From an optimization exercise on the open Yosys and OpenROAD flow, aimed at small area and a short achievable clock period; shortcuts taken in it are not production practice.
Function was not checked in any run shown here: the RTL went through the layout flow alone.
Power is estimated from default activity; no workload was simulated.

--- flow/flow/run.sh ---
#!/bin/bash
# Own flow: the standard layout (standard.sh), with the ports buffered by
# the smallest buffer rather than the one buffer_ports picks by itself.
set -euo pipefail
bash standard.sh "BUFFER_PORTS_ARGS=-buffer_cell sky130_fd_sc_hd__buf_1" finish > standard_make.log 2>&1
--- flow/constraint.sdc ---
create_clock -name core_clock -period 4.5 [get_ports {clk}]
set_input_delay 0.9000 -clock core_clock [delete_from_list [all_inputs] [get_ports {clk}]]
set_output_delay 0.9000 -clock core_clock [all_outputs]
set_load 0.01 [all_outputs]
--- flow/config.mk ---
export PLATFORM = sky130hd
export DESIGN_NAME = alu_reg
export DESIGN_NICKNAME = alu_reg
export VERILOG_FILES = /design/flow/design.v
export SDC_FILE = /design/flow/constraint.sdc
export NUM_CORES = 8
export LEC_CHECK = 0
export CAP_MARGIN = 20
export CORE_MARGIN = 2
export CORE_UTILIZATION = 40
export SETUP_SLACK_MARGIN = 2.9
export SLEW_MARGIN = 20
export SYNTH_HIERARCHICAL = 1
--- flow/design.v ---
module ALU_mux2i
( input s, a1, a0,
  output y
);
  assign y = ~(s ? a1 : a0);
endmodule
module ALU_ctl
( input  [2:0] op,
  output y1, y0, w1, w0, cin
);
  reg [3:0] t;
  always @(*)
    case (op)            
      3'b000: t = 4'b0011;
      3'b001: t = 4'b1001;
      3'b010: t = 4'b0110;
      3'b011: t = 4'b0010;
      3'b100: t = 4'b1011;
      3'b101: t = 4'b0011;
      3'b110: t = 4'b1100;
      default: t = 4'b1010;
    endcase
  assign {y1, y0, w1, w0} = t;
  assign cin = (op == 3'b010) | (op == 3'b101);
endmodule
module ALU_bit
( input  a, b, y1, y0, w1, w0,
  output p, yn
);
  wire wn;
  ALU_mux2i my (.s(b), .a1(y1), .a0(y0), .y(yn));
  ALU_mux2i mw (.s(b), .a1(w1), .a0(w0), .y(wn));
  ALU_mux2i mp (.s(a), .a1(wn), .a0(yn), .y(p));
endmodule
module ALU_grp2c
( input  [1:0] p, yn, input ci,
  output [1:0] u,
  output con
);
  wire [1:0] g = ~p & ~yn;
  wire [2:0] c;
  assign c[0] = ci;
  assign c[1] = (g[0]) | (ci & p[0]);
  assign c[2] = (g[0] & p[1]) | (g[1]) | (ci & p[0] & p[1]);
  assign u = p[1:0] ^ c[1:0];
  assign con = ~c[2];
endmodule
module ALU_grp2
( input  [1:0] p, yn,
  output [1:1] u,
  output con
);
  wire [1:0] g = ~p & ~yn;
  wire [2:0] c;
  assign c[0] = 1'b0;
  assign c[1] = (g[0]);
  assign c[2] = (g[0] & p[1]) | (g[1]);
  assign u = p[1:1] ^ c[1:1];
  assign con = ~c[2];
endmodule
module ALU_alln2
( input  [1:0] u,
  output qn
);
  assign qn = ~&u;
endmodule
module ALU_dot000
( input  gh, qh, gl,
  output g
);
  wire G = ~gh | (~qh & ~gl);
  assign g = G;
endmodule
module ALU_dot000q0
( input  gh, qh, gl, ql,
  output g, q
);
  wire G = ~gh | (~qh & ~gl);
  assign g = G;
  assign q = (~qh & ~ql);
endmodule
module ALU_dot111
( input  gh, qh, gl,
  output g
);
  wire G = gh | (qh & gl);
  assign g = ~G;
endmodule
module ALU_dot111q1
( input  gh, qh, gl, ql,
  output g, q
);
  wire G = gh | (qh & gl);
  assign g = ~G;
  assign q = ~(qh & ql);
endmodule
module ALU_dot001
( input  gh, qh, gl,
  output g
);
  wire G = ~gh | (~qh & gl);
  assign g = G;
endmodule
module ALU_dot110
( input  gh, qh, gl,
  output g
);
  wire G = gh | (qh & ~gl);
  assign g = ~G;
endmodule
module ALU_inc2n
( input  [1:0] u,
  input  ci,
  output [1:0] y
);
  wire c = ~ci;
  assign y[0] = u[0] ^ c;
  assign y[1] = u[1] ^ (c & (&u[0:0]));
endmodule
module ALU_inc2
( input  [1:0] u,
  input  ci,
  output [1:0] y
);
  wire c = ci;
  assign y[0] = u[0] ^ c;
  assign y[1] = u[1] ^ (c & (&u[0:0]));
endmodule
module alu_reg
( input         clk,
  input  [2:0]  Op_code,
  input  [31:0] A, B,
  output [31:0] Y
);
  wire [1:0] y1, y0, w1, w0, cin;
  wire [31:0] p, yn, u_c, y_c;
  wire [14:0] gn_c;
  ALU_ctl ctl0 (.op(Op_code), .y1(y1[0]), .y0(y0[0]), .w1(w1[0]), .w0(w0[0]), .cin(cin[0]));
  ALU_ctl ctl1 (.op(Op_code), .y1(y1[1]), .y0(y0[1]), .w1(w1[1]), .w0(w0[1]), .cin(cin[1]));
  ALU_bit b0 (.a(A[0]), .b(B[0]), .y1(y1[0]), .y0(y0[0]), .w1(w1[0]), .w0(w0[0]), .p(p[0]), .yn(yn[0]));
  ALU_bit b1 (.a(A[1]), .b(B[1]), .y1(y1[0]), .y0(y0[0]), .w1(w1[0]), .w0(w0[0]), .p(p[1]), .yn(yn[1]));
  ALU_bit b2 (.a(A[2]), .b(B[2]), .y1(y1[0]), .y0(y0[0]), .w1(w1[0]), .w0(w0[0]), .p(p[2]), .yn(yn[2]));
  ALU_bit b3 (.a(A[3]), .b(B[3]), .y1(y1[0]), .y0(y0[0]), .w1(w1[0]), .w0(w0[0]), .p(p[3]), .yn(yn[3]));
  ALU_bit b4 (.a(A[4]), .b(B[4]), .y1(y1[0]), .y0(y0[0]), .w1(w1[0]), .w0(w0[0]), .p(p[4]), .yn(yn[4]));
  ALU_bit b5 (.a(A[5]), .b(B[5]), .y1(y1[0]), .y0(y0[0]), .w1(w1[0]), .w0(w0[0]), .p(p[5]), .yn(yn[5]));
  ALU_bit b6 (.a(A[6]), .b(B[6]), .y1(y1[0]), .y0(y0[0]), .w1(w1[0]), .w0(w0[0]), .p(p[6]), .yn(yn[6]));
  ALU_bit b7 (.a(A[7]), .b(B[7]), .y1(y1[0]), .y0(y0[0]), .w1(w1[0]), .w0(w0[0]), .p(p[7]), .yn(yn[7]));
  ALU_bit b8 (.a(A[8]), .b(B[8]), .y1(y1[0]), .y0(y0[0]), .w1(w1[0]), .w0(w0[0]), .p(p[8]), .yn(yn[8]));
  ALU_bit b9 (.a(A[9]), .b(B[9]), .y1(y1[0]), .y0(y0[0]), .w1(w1[0]), .w0(w0[0]), .p(p[9]), .yn(yn[9]));
  ALU_bit b10 (.a(A[10]), .b(B[10]), .y1(y1[0]), .y0(y0[0]), .w1(w1[0]), .w0(w0[0]), .p(p[10]), .yn(yn[10]));
  ALU_bit b11 (.a(A[11]), .b(B[11]), .y1(y1[0]), .y0(y0[0]), .w1(w1[0]), .w0(w0[0]), .p(p[11]), .yn(yn[11]));
  ALU_bit b12 (.a(A[12]), .b(B[12]), .y1(y1[0]), .y0(y0[0]), .w1(w1[0]), .w0(w0[0]), .p(p[12]), .yn(yn[12]));
  ALU_bit b13 (.a(A[13]), .b(B[13]), .y1(y1[0]), .y0(y0[0]), .w1(w1[0]), .w0(w0[0]), .p(p[13]), .yn(yn[13]));
  ALU_bit b14 (.a(A[14]), .b(B[14]), .y1(y1[0]), .y0(y0[0]), .w1(w1[0]), .w0(w0[0]), .p(p[14]), .yn(yn[14]));
  ALU_bit b15 (.a(A[15]), .b(B[15]), .y1(y1[0]), .y0(y0[0]), .w1(w1[0]), .w0(w0[0]), .p(p[15]), .yn(yn[15]));
  ALU_bit b16 (.a(A[16]), .b(B[16]), .y1(y1[1]), .y0(y0[1]), .w1(w1[1]), .w0(w0[1]), .p(p[16]), .yn(yn[16]));
  ALU_bit b17 (.a(A[17]), .b(B[17]), .y1(y1[1]), .y0(y0[1]), .w1(w1[1]), .w0(w0[1]), .p(p[17]), .yn(yn[17]));
  ALU_bit b18 (.a(A[18]), .b(B[18]), .y1(y1[1]), .y0(y0[1]), .w1(w1[1]), .w0(w0[1]), .p(p[18]), .yn(yn[18]));
  ALU_bit b19 (.a(A[19]), .b(B[19]), .y1(y1[1]), .y0(y0[1]), .w1(w1[1]), .w0(w0[1]), .p(p[19]), .yn(yn[19]));
  ALU_bit b20 (.a(A[20]), .b(B[20]), .y1(y1[1]), .y0(y0[1]), .w1(w1[1]), .w0(w0[1]), .p(p[20]), .yn(yn[20]));
  ALU_bit b21 (.a(A[21]), .b(B[21]), .y1(y1[1]), .y0(y0[1]), .w1(w1[1]), .w0(w0[1]), .p(p[21]), .yn(yn[21]));
  ALU_bit b22 (.a(A[22]), .b(B[22]), .y1(y1[1]), .y0(y0[1]), .w1(w1[1]), .w0(w0[1]), .p(p[22]), .yn(yn[22]));
  ALU_bit b23 (.a(A[23]), .b(B[23]), .y1(y1[1]), .y0(y0[1]), .w1(w1[1]), .w0(w0[1]), .p(p[23]), .yn(yn[23]));
  ALU_bit b24 (.a(A[24]), .b(B[24]), .y1(y1[1]), .y0(y0[1]), .w1(w1[1]), .w0(w0[1]), .p(p[24]), .yn(yn[24]));
  ALU_bit b25 (.a(A[25]), .b(B[25]), .y1(y1[1]), .y0(y0[1]), .w1(w1[1]), .w0(w0[1]), .p(p[25]), .yn(yn[25]));
  ALU_bit b26 (.a(A[26]), .b(B[26]), .y1(y1[1]), .y0(y0[1]), .w1(w1[1]), .w0(w0[1]), .p(p[26]), .yn(yn[26]));
  ALU_bit b27 (.a(A[27]), .b(B[27]), .y1(y1[1]), .y0(y0[1]), .w1(w1[1]), .w0(w0[1]), .p(p[27]), .yn(yn[27]));
  ALU_bit b28 (.a(A[28]), .b(B[28]), .y1(y1[1]), .y0(y0[1]), .w1(w1[1]), .w0(w0[1]), .p(p[28]), .yn(yn[28]));
  ALU_bit b29 (.a(A[29]), .b(B[29]), .y1(y1[1]), .y0(y0[1]), .w1(w1[1]), .w0(w0[1]), .p(p[29]), .yn(yn[29]));
  ALU_bit b30 (.a(A[30]), .b(B[30]), .y1(y1[1]), .y0(y0[1]), .w1(w1[1]), .w0(w0[1]), .p(p[30]), .yn(yn[30]));
  ALU_bit b31 (.a(A[31]), .b(B[31]), .y1(y1[1]), .y0(y0[1]), .w1(w1[1]), .w0(w0[1]), .p(p[31]), .yn(yn[31]));
  ALU_grp2c s0 (.p(p[1:0]), .yn(yn[1:0]), .ci(cin[0]), .u(u_c[1:0]), .con(gn_c[0]));
  assign u_c[2] = p[2];
  ALU_grp2 s1 (.p(p[3:2]), .yn(yn[3:2]), .u(u_c[3:3]), .con(gn_c[1]));
  assign u_c[4] = p[4];
  ALU_grp2 s2 (.p(p[5:4]), .yn(yn[5:4]), .u(u_c[5:5]), .con(gn_c[2]));
  assign u_c[6] = p[6];
  ALU_grp2 s3 (.p(p[7:6]), .yn(yn[7:6]), .u(u_c[7:7]), .con(gn_c[3]));
  assign u_c[8] = p[8];
  ALU_grp2 s4 (.p(p[9:8]), .yn(yn[9:8]), .u(u_c[9:9]), .con(gn_c[4]));
  assign u_c[10] = p[10];
  ALU_grp2 s5 (.p(p[11:10]), .yn(yn[11:10]), .u(u_c[11:11]), .con(gn_c[5]));
  assign u_c[12] = p[12];
  ALU_grp2 s6 (.p(p[13:12]), .yn(yn[13:12]), .u(u_c[13:13]), .con(gn_c[6]));
  assign u_c[14] = p[14];
  ALU_grp2 s7 (.p(p[15:14]), .yn(yn[15:14]), .u(u_c[15:15]), .con(gn_c[7]));
  assign u_c[16] = p[16];
  ALU_grp2 s8 (.p(p[17:16]), .yn(yn[17:16]), .u(u_c[17:17]), .con(gn_c[8]));
  assign u_c[18] = p[18];
  ALU_grp2 s9 (.p(p[19:18]), .yn(yn[19:18]), .u(u_c[19:19]), .con(gn_c[9]));
  assign u_c[20] = p[20];
  ALU_grp2 s10 (.p(p[21:20]), .yn(yn[21:20]), .u(u_c[21:21]), .con(gn_c[10]));
  assign u_c[22] = p[22];
  ALU_grp2 s11 (.p(p[23:22]), .yn(yn[23:22]), .u(u_c[23:23]), .con(gn_c[11]));
  assign u_c[24] = p[24];
  ALU_grp2 s12 (.p(p[25:24]), .yn(yn[25:24]), .u(u_c[25:25]), .con(gn_c[12]));
  assign u_c[26] = p[26];
  ALU_grp2 s13 (.p(p[27:26]), .yn(yn[27:26]), .u(u_c[27:27]), .con(gn_c[13]));
  assign u_c[28] = p[28];
  ALU_grp2 s14 (.p(p[29:28]), .yn(yn[29:28]), .u(u_c[29:29]), .con(gn_c[14]));
  assign u_c[30] = p[30];
  ALU_grp2 s15 (.p(p[31:30]), .yn(yn[31:30]), .u(u_c[31:31]), .con());
  assign y_c[1:0] = u_r[1:0];
  reg  [31:0] u_r, y_r;
  reg  [14:0] gn_r;
  wire qn1;
  wire qn2;
  wire qn3;
  wire qn4;
  wire qn5;
  wire qn6;
  wire qn7;
  wire qn8;
  wire qn9;
  wire qn10;
  wire qn11;
  wire qn12;
  wire qn13;
  wire qn14;
  wire pg1;
  wire pg2;
  wire pq3;
  wire pg4;
  wire pq5;
  wire pg6;
  wire pq7;
  wire pg8;
  wire pq9;
  wire pg10;
  wire pq11;
  wire pg12;
  wire pq13;
  wire pg14;
  wire pg15;
  wire pq16;
  wire pg17;
  wire pq18;
  wire pg19;
  wire pg20;
  wire pg21;
  wire pg22;
  wire pg23;
  wire pg24;
  wire pg25;
  wire pg26;
  wire pg27;
  wire pg28;
  wire pg29;
  wire pg30;
  ALU_alln2 a1 (.u(u_r[3:2]), .qn(qn1));
  ALU_alln2 a2 (.u(u_r[5:4]), .qn(qn2));
  ALU_alln2 a3 (.u(u_r[7:6]), .qn(qn3));
  ALU_alln2 a4 (.u(u_r[9:8]), .qn(qn4));
  ALU_alln2 a5 (.u(u_r[11:10]), .qn(qn5));
  ALU_alln2 a6 (.u(u_r[13:12]), .qn(qn6));
  ALU_alln2 a7 (.u(u_r[15:14]), .qn(qn7));
  ALU_alln2 a8 (.u(u_r[17:16]), .qn(qn8));
  ALU_alln2 a9 (.u(u_r[19:18]), .qn(qn9));
  ALU_alln2 a10 (.u(u_r[21:20]), .qn(qn10));
  ALU_alln2 a11 (.u(u_r[23:22]), .qn(qn11));
  ALU_alln2 a12 (.u(u_r[25:24]), .qn(qn12));
  ALU_alln2 a13 (.u(u_r[27:26]), .qn(qn13));
  ALU_alln2 a14 (.u(u_r[29:28]), .qn(qn14));
  ALU_dot000 d1 (.gh(gn_r[1]), .qh(qn1), .gl(gn_r[0]), .g(pg1));
  ALU_dot000q0 d3 (.gh(gn_r[3]), .qh(qn3), .gl(gn_r[2]), .ql(qn2), .g(pg2), .q(pq3));
  ALU_dot000q0 d5 (.gh(gn_r[5]), .qh(qn5), .gl(gn_r[4]), .ql(qn4), .g(pg4), .q(pq5));
  ALU_dot000q0 d7 (.gh(gn_r[7]), .qh(qn7), .gl(gn_r[6]), .ql(qn6), .g(pg6), .q(pq7));
  ALU_dot000q0 d9 (.gh(gn_r[9]), .qh(qn9), .gl(gn_r[8]), .ql(qn8), .g(pg8), .q(pq9));
  ALU_dot000q0 d11 (.gh(gn_r[11]), .qh(qn11), .gl(gn_r[10]), .ql(qn10), .g(pg10), .q(pq11));
  ALU_dot000q0 d13 (.gh(gn_r[13]), .qh(qn13), .gl(gn_r[12]), .ql(qn12), .g(pg12), .q(pq13));
  ALU_dot111 d14 (.gh(pg2), .qh(pq3), .gl(pg1), .g(pg14));
  ALU_dot111q1 d16 (.gh(pg6), .qh(pq7), .gl(pg4), .ql(pq5), .g(pg15), .q(pq16));
  ALU_dot111q1 d18 (.gh(pg10), .qh(pq11), .gl(pg8), .ql(pq9), .g(pg17), .q(pq18));
  ALU_dot000 d19 (.gh(pg15), .qh(pq16), .gl(pg14), .g(pg19));
  ALU_dot001 d20 (.gh(pg17), .qh(pq18), .gl(pg19), .g(pg20));
  ALU_dot110 d21 (.gh(pg4), .qh(pq5), .gl(pg14), .g(pg21));
  ALU_dot111 d22 (.gh(pg8), .qh(pq9), .gl(pg19), .g(pg22));
  ALU_dot111 d23 (.gh(pg12), .qh(pq13), .gl(pg20), .g(pg23));
  ALU_dot001 d24 (.gh(gn_r[2]), .qh(qn2), .gl(pg1), .g(pg24));
  ALU_dot000 d25 (.gh(gn_r[4]), .qh(qn4), .gl(pg14), .g(pg25));
  ALU_dot000 d26 (.gh(gn_r[6]), .qh(qn6), .gl(pg21), .g(pg26));
  ALU_dot001 d27 (.gh(gn_r[8]), .qh(qn8), .gl(pg19), .g(pg27));
  ALU_dot000 d28 (.gh(gn_r[10]), .qh(qn10), .gl(pg22), .g(pg28));
  ALU_dot001 d29 (.gh(gn_r[12]), .qh(qn12), .gl(pg20), .g(pg29));
  ALU_dot000 d30 (.gh(gn_r[14]), .qh(qn14), .gl(pg23), .g(pg30));
  ALU_inc2n i1 (.u(u_r[3:2]), .ci(gn_r[0]), .y(y_c[3:2]));
  ALU_inc2 i2 (.u(u_r[5:4]), .ci(pg1), .y(y_c[5:4]));
  ALU_inc2 i3 (.u(u_r[7:6]), .ci(pg24), .y(y_c[7:6]));
  ALU_inc2n i4 (.u(u_r[9:8]), .ci(pg14), .y(y_c[9:8]));
  ALU_inc2 i5 (.u(u_r[11:10]), .ci(pg25), .y(y_c[11:10]));
  ALU_inc2n i6 (.u(u_r[13:12]), .ci(pg21), .y(y_c[13:12]));
  ALU_inc2 i7 (.u(u_r[15:14]), .ci(pg26), .y(y_c[15:14]));
  ALU_inc2 i8 (.u(u_r[17:16]), .ci(pg19), .y(y_c[17:16]));
  ALU_inc2 i9 (.u(u_r[19:18]), .ci(pg27), .y(y_c[19:18]));
  ALU_inc2n i10 (.u(u_r[21:20]), .ci(pg22), .y(y_c[21:20]));
  ALU_inc2 i11 (.u(u_r[23:22]), .ci(pg28), .y(y_c[23:22]));
  ALU_inc2 i12 (.u(u_r[25:24]), .ci(pg20), .y(y_c[25:24]));
  ALU_inc2 i13 (.u(u_r[27:26]), .ci(pg29), .y(y_c[27:26]));
  ALU_inc2n i14 (.u(u_r[29:28]), .ci(pg23), .y(y_c[29:28]));
  ALU_inc2 i15 (.u(u_r[31:30]), .ci(pg30), .y(y_c[31:30]));
  always @(posedge clk) begin
    u_r  <= u_c;
    gn_r <= gn_c;
    y_r  <= y_c;
  end
  assign Y = y_r;
endmodule
--- flow/standard.sh ---
#!/bin/bash
# synth_recipe.tcl (not shown) runs the flow's synth.tcl, then flattens the netlist and writes it again
# the make line also repeats each setting of config.mk as NAME=value (left out here)
make -C /OpenROAD-flow-scripts/flow DESIGN_CONFIG=/design/flow/config.mk WORK_HOME=/design/flow/orfs CLKGATE_MAP_FILE= SYNTH_SCRIPT=/design/flow/synth_recipe.tcl "${@:-finish}"
==> impl_results.md, run 1 <==
- Crit path max fanout: 6
- Syn nets: 419
- Post-Route WL: 9190 µm
- Hold_buf cts: 0
- Avg Cell Area, Syn: 10.9 µm²
- Leak: 2.51 nW
- Worst Setup Slack, final: 2530 ps
- Worst vdd ir: approximately 0.25 mV
- Fin. Hold Viols: 0
- First-pass GRT wire length: roughly 14000 µm
- Vias: slightly above 3000
- Post-route setup TNS: 0 ps
- Hold Path Class: flop to flop
- Post-Syn Area: 3640 µm²
- TritonCTS Buffers: 9
- Tmin final: 1970 ps
- Cell Rows: 34
- Core ar.: just under 9000 µm²
- Ys Warns: 8
- Mapped Cells: 335
- Vias in the first global route: 3003
- Diode count: 0
- CP Launch Type: input pin
- DRC: 0
- Via-to-Cell Ratio: approximately 4.8
- Peak Freq: 508 MHz
- Clk_skew: just under 9 ps
- Die Area: about 10000 µm²
- Worst Setup End Kind: flop
- Nets: 600
- Final Setup Violations: 0
- RR Startpoint: u_r[10]
- CTS max path bufs: 2
- Worst path arrival time: ~2200 ps
- Overall power: about 0.0024 W
- Grt ovf: 0
- Least-Margin Pin Slew: 447 ps
- Worst-path clk slew: 70 ps
- Avg WL per Cell: 14.6 µm
- Area delta synth->final: 64.4%
- Max Cap Viol: 0
- GR Util All Layers: 17.6%
- Final Slew Violations: 0
- Num ports: 100
- Initial antenna violation count: 0
- Die H: just under 100 µm
- CTS tree: done
- Status: complete, no violations
- Critical path class: input pin to flop
- Post-DP HPWL: roughly 5600 µm
- PD cells: 405 nW/µm²
- Worst-Skew Late Latency: approximately 340 ps
- Core Util, Final: roughly two thirds
- Root Driver: clkbuf_8
- Router iterations before antenna repair: 4
- Worst setup path startpoint: Op_code[1]
- Die Wd: 99.4 µm
- Place WS: between 1500 and 2000 ps
- DR iter-0 viols: 27
- Hold Startpoint: u_r[0]
- CP required: roughly 4700 ps
- CTS Sinks: 79
- Share of layout cells above drive strength 1: 51.2%
- Htree depth: 3
- RSZ-0062 raised after global routing: yes
- GPL Wtd Cong: ~0.9
- Worst slew margin: a little over two thirds
- Initial Util: 41.6%
- Final period util: 43.7%
- Port Buffers: 99
- ANT nets after route: 0
- Largest net degree at the start of global routing: 17
[worst paths after layout]
check             cells past startpoint  endpoint  slack (ps)
hold reg to reg                       0    y_r[0]         340
hold / removal                        0    y_r[0]         340
setup reg to reg                     11   y_r[27]        2730
setup / recovery                      9    u_r[1]        2530
[worst max-delay path, cell delays in order]
cell      delay [ps]
buf_12           110
nor2b_4          190
buf_6            130
mux2i_4           70
mux2i_2          210
mux2i_4          120
ha_4             160
o21bai_4         160
xor2_1           130
[report_power, final]
| group | switching (W) | internal (W) |
|---|---|---|
| registers | 0.0000734 | 0.000883 |
| clock network | 0.000243 | 0.000385 |
| logic | 0.000398 | 0.000441 |
| total | 0.000714 | 0.00171 |
[metrics by stage]
stage	hold WS (ps)	cell area, µm²	std cells
3_5_place_dp	318	4250	542
2_1_floorplan	310	3740	335
3_3_place_gp	327	4250	542
6_report	343	5990	629
4_1_cts	345	5410	613
5_1_grt	356	5990	629
[metal layers]
metal  wire length [µm]  global-route usage, %
met5                  0                      0
met4                191                   6.95
met3                228                   3.44
met2               5010                   32.3
met1               3760                   20.0
[timing repair]
| item | CTS | global route |
|---|---|---|
| cloned | 3 | 0 |
| buffers inserted | 52 | 16 |
| endpoints found under the setup margin | 89 | 98 |
| pin swaps | 25 | 26 |
| gates resized for setup | 122 | 108 |
[registers in the layout, indices dropped and copies added, names as in the netlist]
| name | flops |
|---|---|
| y_r | 32 |
| gn_r | 15 |
| u_r | 32 |
[placed cells by master (no fill, tap or decap), types with 2 or more instances in the layout]
master      count
dfxtp_1        61
buf_6          29
clkbuf_1        3
bufinv_16       3
ha_1            9
a21oi_1        12
nor2b_4         4
buf_8           4
nor2_4          4
nand2_2         7
dfxtp_2        18
buf_12          4
mux2i_4        28
nor2_2         15
inv_2           2
a21oi_4         4
buf_1          64
xnor2_4         2
a21oi_2         4
clkbuf_8       10
xor2_1         31
ha_4            5
o21ai_4         3
inv_1           8
buf_2          25
ha_2            2
mux2i_1        35
o21ai_1         6
clkinvlp_4      4
nor2_1         16
o21ai_2         7
nand2_1         9
buf_4          42
mux2i_2        36
[final cells by class]
type                       instances  area, µm²
clock buffer                      13        149
clock inverter                     3       90.1
fill                             638       2780
inverter                          15       73.8
multi-input combinational        241       2740
sequential                        79       1600
tap                              108        135
timing repair buffer             170       1200
==> run 2, diff against run 1 <==
--- a/flow/config.mk
+++ b/flow/config.mk
@@ -8,6 +8,6 @@
 export CAP_MARGIN = 20
 export CORE_MARGIN = 2
 export CORE_UTILIZATION = 40
-export SETUP_SLACK_MARGIN = 2.9
+export SETUP_SLACK_MARGIN = 2.6
 export SLEW_MARGIN = 20
 export SYNTH_HIERARCHICAL = 1
==> run 2 against run 1 <==
Against the previous run:
- clock skew up 1.7 ps
- clock power down 3.7%
- global-route usage down 1.7 points
- hold slack worse by 12 ps
- critical path type unchanged
- largest cell class unchanged
- largest power group unchanged
==> impl_results.md, run 2 <==
- Worst Setup Slack, final: 2560 ps (was 2530 ps)
- Core ar.: 8760 µm² (unchanged)
- Clk_skew: 10.7 ps (was 8.94 ps)
- Root Driver: clkbuf_8 (unchanged)
- Avg WL per Cell: 13.4 µm (was 14.6 µm)
- Worst vdd ir: 0.175 mV (was 0.251 mV)
- Initial Util: 41.6% (unchanged)
- CTS max path bufs: 2 (unchanged)
- Mapped Cells: 335 (unchanged)
- Post-Route WL: 7980 µm (was 9190 µm)
- Vias in the first global route: 2774 (was 3003)
- Post-DP HPWL: 5420 µm (was 5630 µm)
- Grt ovf: 0 (unchanged)
- RSZ-0062 raised after global routing: yes (unchanged)
- Status: complete, no violations (unchanged)
- Router iterations before antenna repair: 4 (unchanged)
- PD cells: 420 nW/µm² (was 405 nW/µm²)
- Post-Syn Area: 3640 µm² (unchanged)
- Critical path class: input pin to flop (unchanged)
- Worst-Skew Late Latency: 340 ps (about the same)
- GPL Wtd Cong: 0.936 (was 0.902)
- Largest net degree at the start of global routing: 17 (unchanged)
- Max Cap Viol: 0 (unchanged)
- CTS Sinks: 79 (unchanged)
- RR Startpoint: u_r[3] (was u_r[10])
- Via-to-Cell Ratio: 4.79 (was 4.80)
- Num ports: 100 (unchanged)
- CP required: 4720 ps (was 4730 ps)
- R2R Path End: y_r[31] (was y_r[27])
- Hold Path Sink: y_r[1] (was y_r[0])
- Hold Crit Depth: 0 (unchanged)
- DR iter-0 viols: 16 (was 27)
- Hold Startpoint: u_r[1] (was u_r[0])
- Syn nets: 419 (unchanged)
- Port Buffers: 99 (unchanged)
- Commonest non-fill, non-tap cell in the layout: buf_1 (unchanged)
- Hold Path Class: flop to flop (unchanged)
- Hold_buf cts: 0 (unchanged)
- ANT nets after route: 0 (unchanged)
- CP Launch Type: input pin (unchanged)
- Cell Rows: 34 (unchanged)
- Leak: 2.24 nW (was 2.51 nW)
- Nets: 568 (was 600)
- Area delta synth->final: 41.2% (was 64.4%)
- First-pass GRT wire length: 12300 µm (was 13500 µm)
- Avg Cell Area, Syn: 10.9 µm² (unchanged)
- Worst path cell trace: buf_8 > nor2b_4 > xnor2_4 > buf_6 > mux2i_2 > mux2i_1 > nor2_2 > xor2_1 (was buf_12 > nor2b_4 > buf_6 > mux2i_4 > mux2i_2 > mux2i_4 > ha_4 > o21bai_4 > xor2_1)
- Die Wd: 99.4 µm (unchanged)
- Final period util: 43.2% (was 43.7%)
- Die Area: 9890 µm² (unchanged)
- Tmin final: 1940 ps (was 1970 ps)
- Worst slew margin: 63.5% (was 70.1%)
- Fin. Hold Viols: 0 (unchanged)
- Top delay family on crit path: simple AND/OR/NAND/NOR gates (was multiplexers)
- Most frequent cells in the layout: buf_1 (96), dfxtp_1 (77), mux2i_1 (66), xor2_1 (31), buf_4 (29) (was buf_1 (64), dfxtp_1 (61), buf_4 (42), mux2i_2 (36), mux2i_1 (35))
- CTS tree: done (unchanged)
- Peak Freq: 514 MHz (was 508 MHz)
- Die H: 99.4 µm (unchanged)
- Largest registers: u_r: 32 flops, y_r: 32 flops, gn_r: 15 flops (unchanged)
- Reg2Reg Depth: 10 (was 11)
- Reg-to-reg slack, setup: 2700 ps (was 2730 ps)
- Final Setup Violations: 0 (unchanged)
- Share of layout cells above drive strength 1: 29.1% (was 51.2%)
- Critical Path Slowest Stage Cell: nor2b_4 (was mux2i_2)
- DRC: 0 (unchanged)
- GR Util All Layers: 15.9% (was 17.6%)
- Ys Warns: 8 (unchanged)
- Final Slew Violations: 0 (unchanged)
- Htree depth: 3 (unchanged)
- Crit path max fanout: 8 (was 6)
- Worst-path clk slew: 80 ps (was 70 ps)
- Diode count: 0 (unchanged)
- Worst path arrival time: 2160 ps (was 2200 ps)
- Place WS: 1530 ps (was 1520 ps)
- Post-route setup TNS: 0 ps (unchanged)
- Least-Margin Pin Slew: 547 ps (was 447 ps)
- Worst path max stage delay: 270 ps (was 210 ps)
- Worst Setup End Kind: flop (unchanged)
- Initial antenna violation count: 0 (unchanged)
- TritonCTS Buffers: 9 (unchanged)
- Vias: 2854 (was 3018)
- Crit path buffers/inverters: 2 (unchanged)
## run 2: where the power goes
| group | internal, W | leakage, nW | switching, W |
|---|---|---|---|
| clock network | 0.000365 | 0.113 | 0.000239 |
| registers | 0.000875 | 0.666 | 0.0000628 |
| logic | 0.000283 | 1.46 | 0.000335 |
## run 2: through the flow
step / util (%) / instance area [µm²] / cells / power (W) / hold WS (ps)
3_5_place_dp: 48.4 / 4240 / 542 / 0.00145 / 318
5_1_grt: 58.7 / 5140 / 596 / 0.00229 / 339
6_report: 58.7 / 5140 / 596 / 0.00216 / 331
2_1_floorplan: - / 3730 / 335 / 0.00128 / 310
4_1_cts: 54.9 / 4810 / 583 / 0.00211 / 333
3_3_place_gp: 48.4 / 4240 / 542 / 0.00143 / 327
## run 2: worst max path at each step
stage,to,cells past startpoint,startpoint
3_5_place_dp,u_r[1],8,Op_code[1]
2_1_floorplan,u_r[1],7,Op_code[1]
6_report,u_r[17],8,Op_code[0]
4_1_cts,u_r[1],8,Op_code[2]
5_1_grt,u_r[23],8,Op_code[2]
3_3_place_gp,u_r[1],8,Op_code[1]
## run 2: cell type report
class / instances / area, µm²
Inverter: 15 / 67.6
Clock buffer: 11 / 131
Multi-Input combinational cell: 242 / 2380
Clock inverter: 4 / 95.1
Tap cell: 108 / 135
Timing Repair Buffer: 137 / 751
Sequential cell: 79 / 1580
Fill cell: 781 / 3620
## run 2: routing by layer
layer	vias to the layer above	GRT usage, %	wire [µm]
li1	1456	-	-
met1	1340	18.3	3420
met2	47	28.3	4170
met3	11	3.37	274
met4	0	6.85	118
met5	-	0	0
## run 2: repair_timing
item | CTS | global route
setup endpoints to repair | 55 | 35
pin swaps | 4 | 11
cloned | 2 | 0
buffers inserted | 24 | 13
resized for setup | 33 | 54

==> static timing again, ports no longer ideal <==
The results above use ideal ports. As a check the final layouts listed here were re-extracted and re-timed, cells and wires unchanged.
Step 1 sets driving cells, clkbuf_16 on the clock port and buf_2 on the other inputs (assumed; they add their load-dependent delay and slew).
Step 2 times the ports against the registers' clock, not the clock port: input delays grow and output delays shrink by t, the midpoint of the rising clock arrivals with the driver on.
Slacks: ideal ports / drivers / drivers and shift; pairs: ideal ports / drivers.
run	t, ns	setup WS [ns]	latest minus earliest clock arrival (ns)	worst slew at a driven data input, ns	cell pins on the clock port's net
run 1	0.368	2.532 / 2.517 / 2.148	0.009 / 0.009	0.06	1
run 2	0.365	2.556 / 2.529 / 2.164	0.010 / 0.010	0.06	1
After both steps setup and hold are still met in every run listed. The setup slack of run 2, which loses most, moves by -0.027 ns with the drivers and by -0.392 ns with both steps.
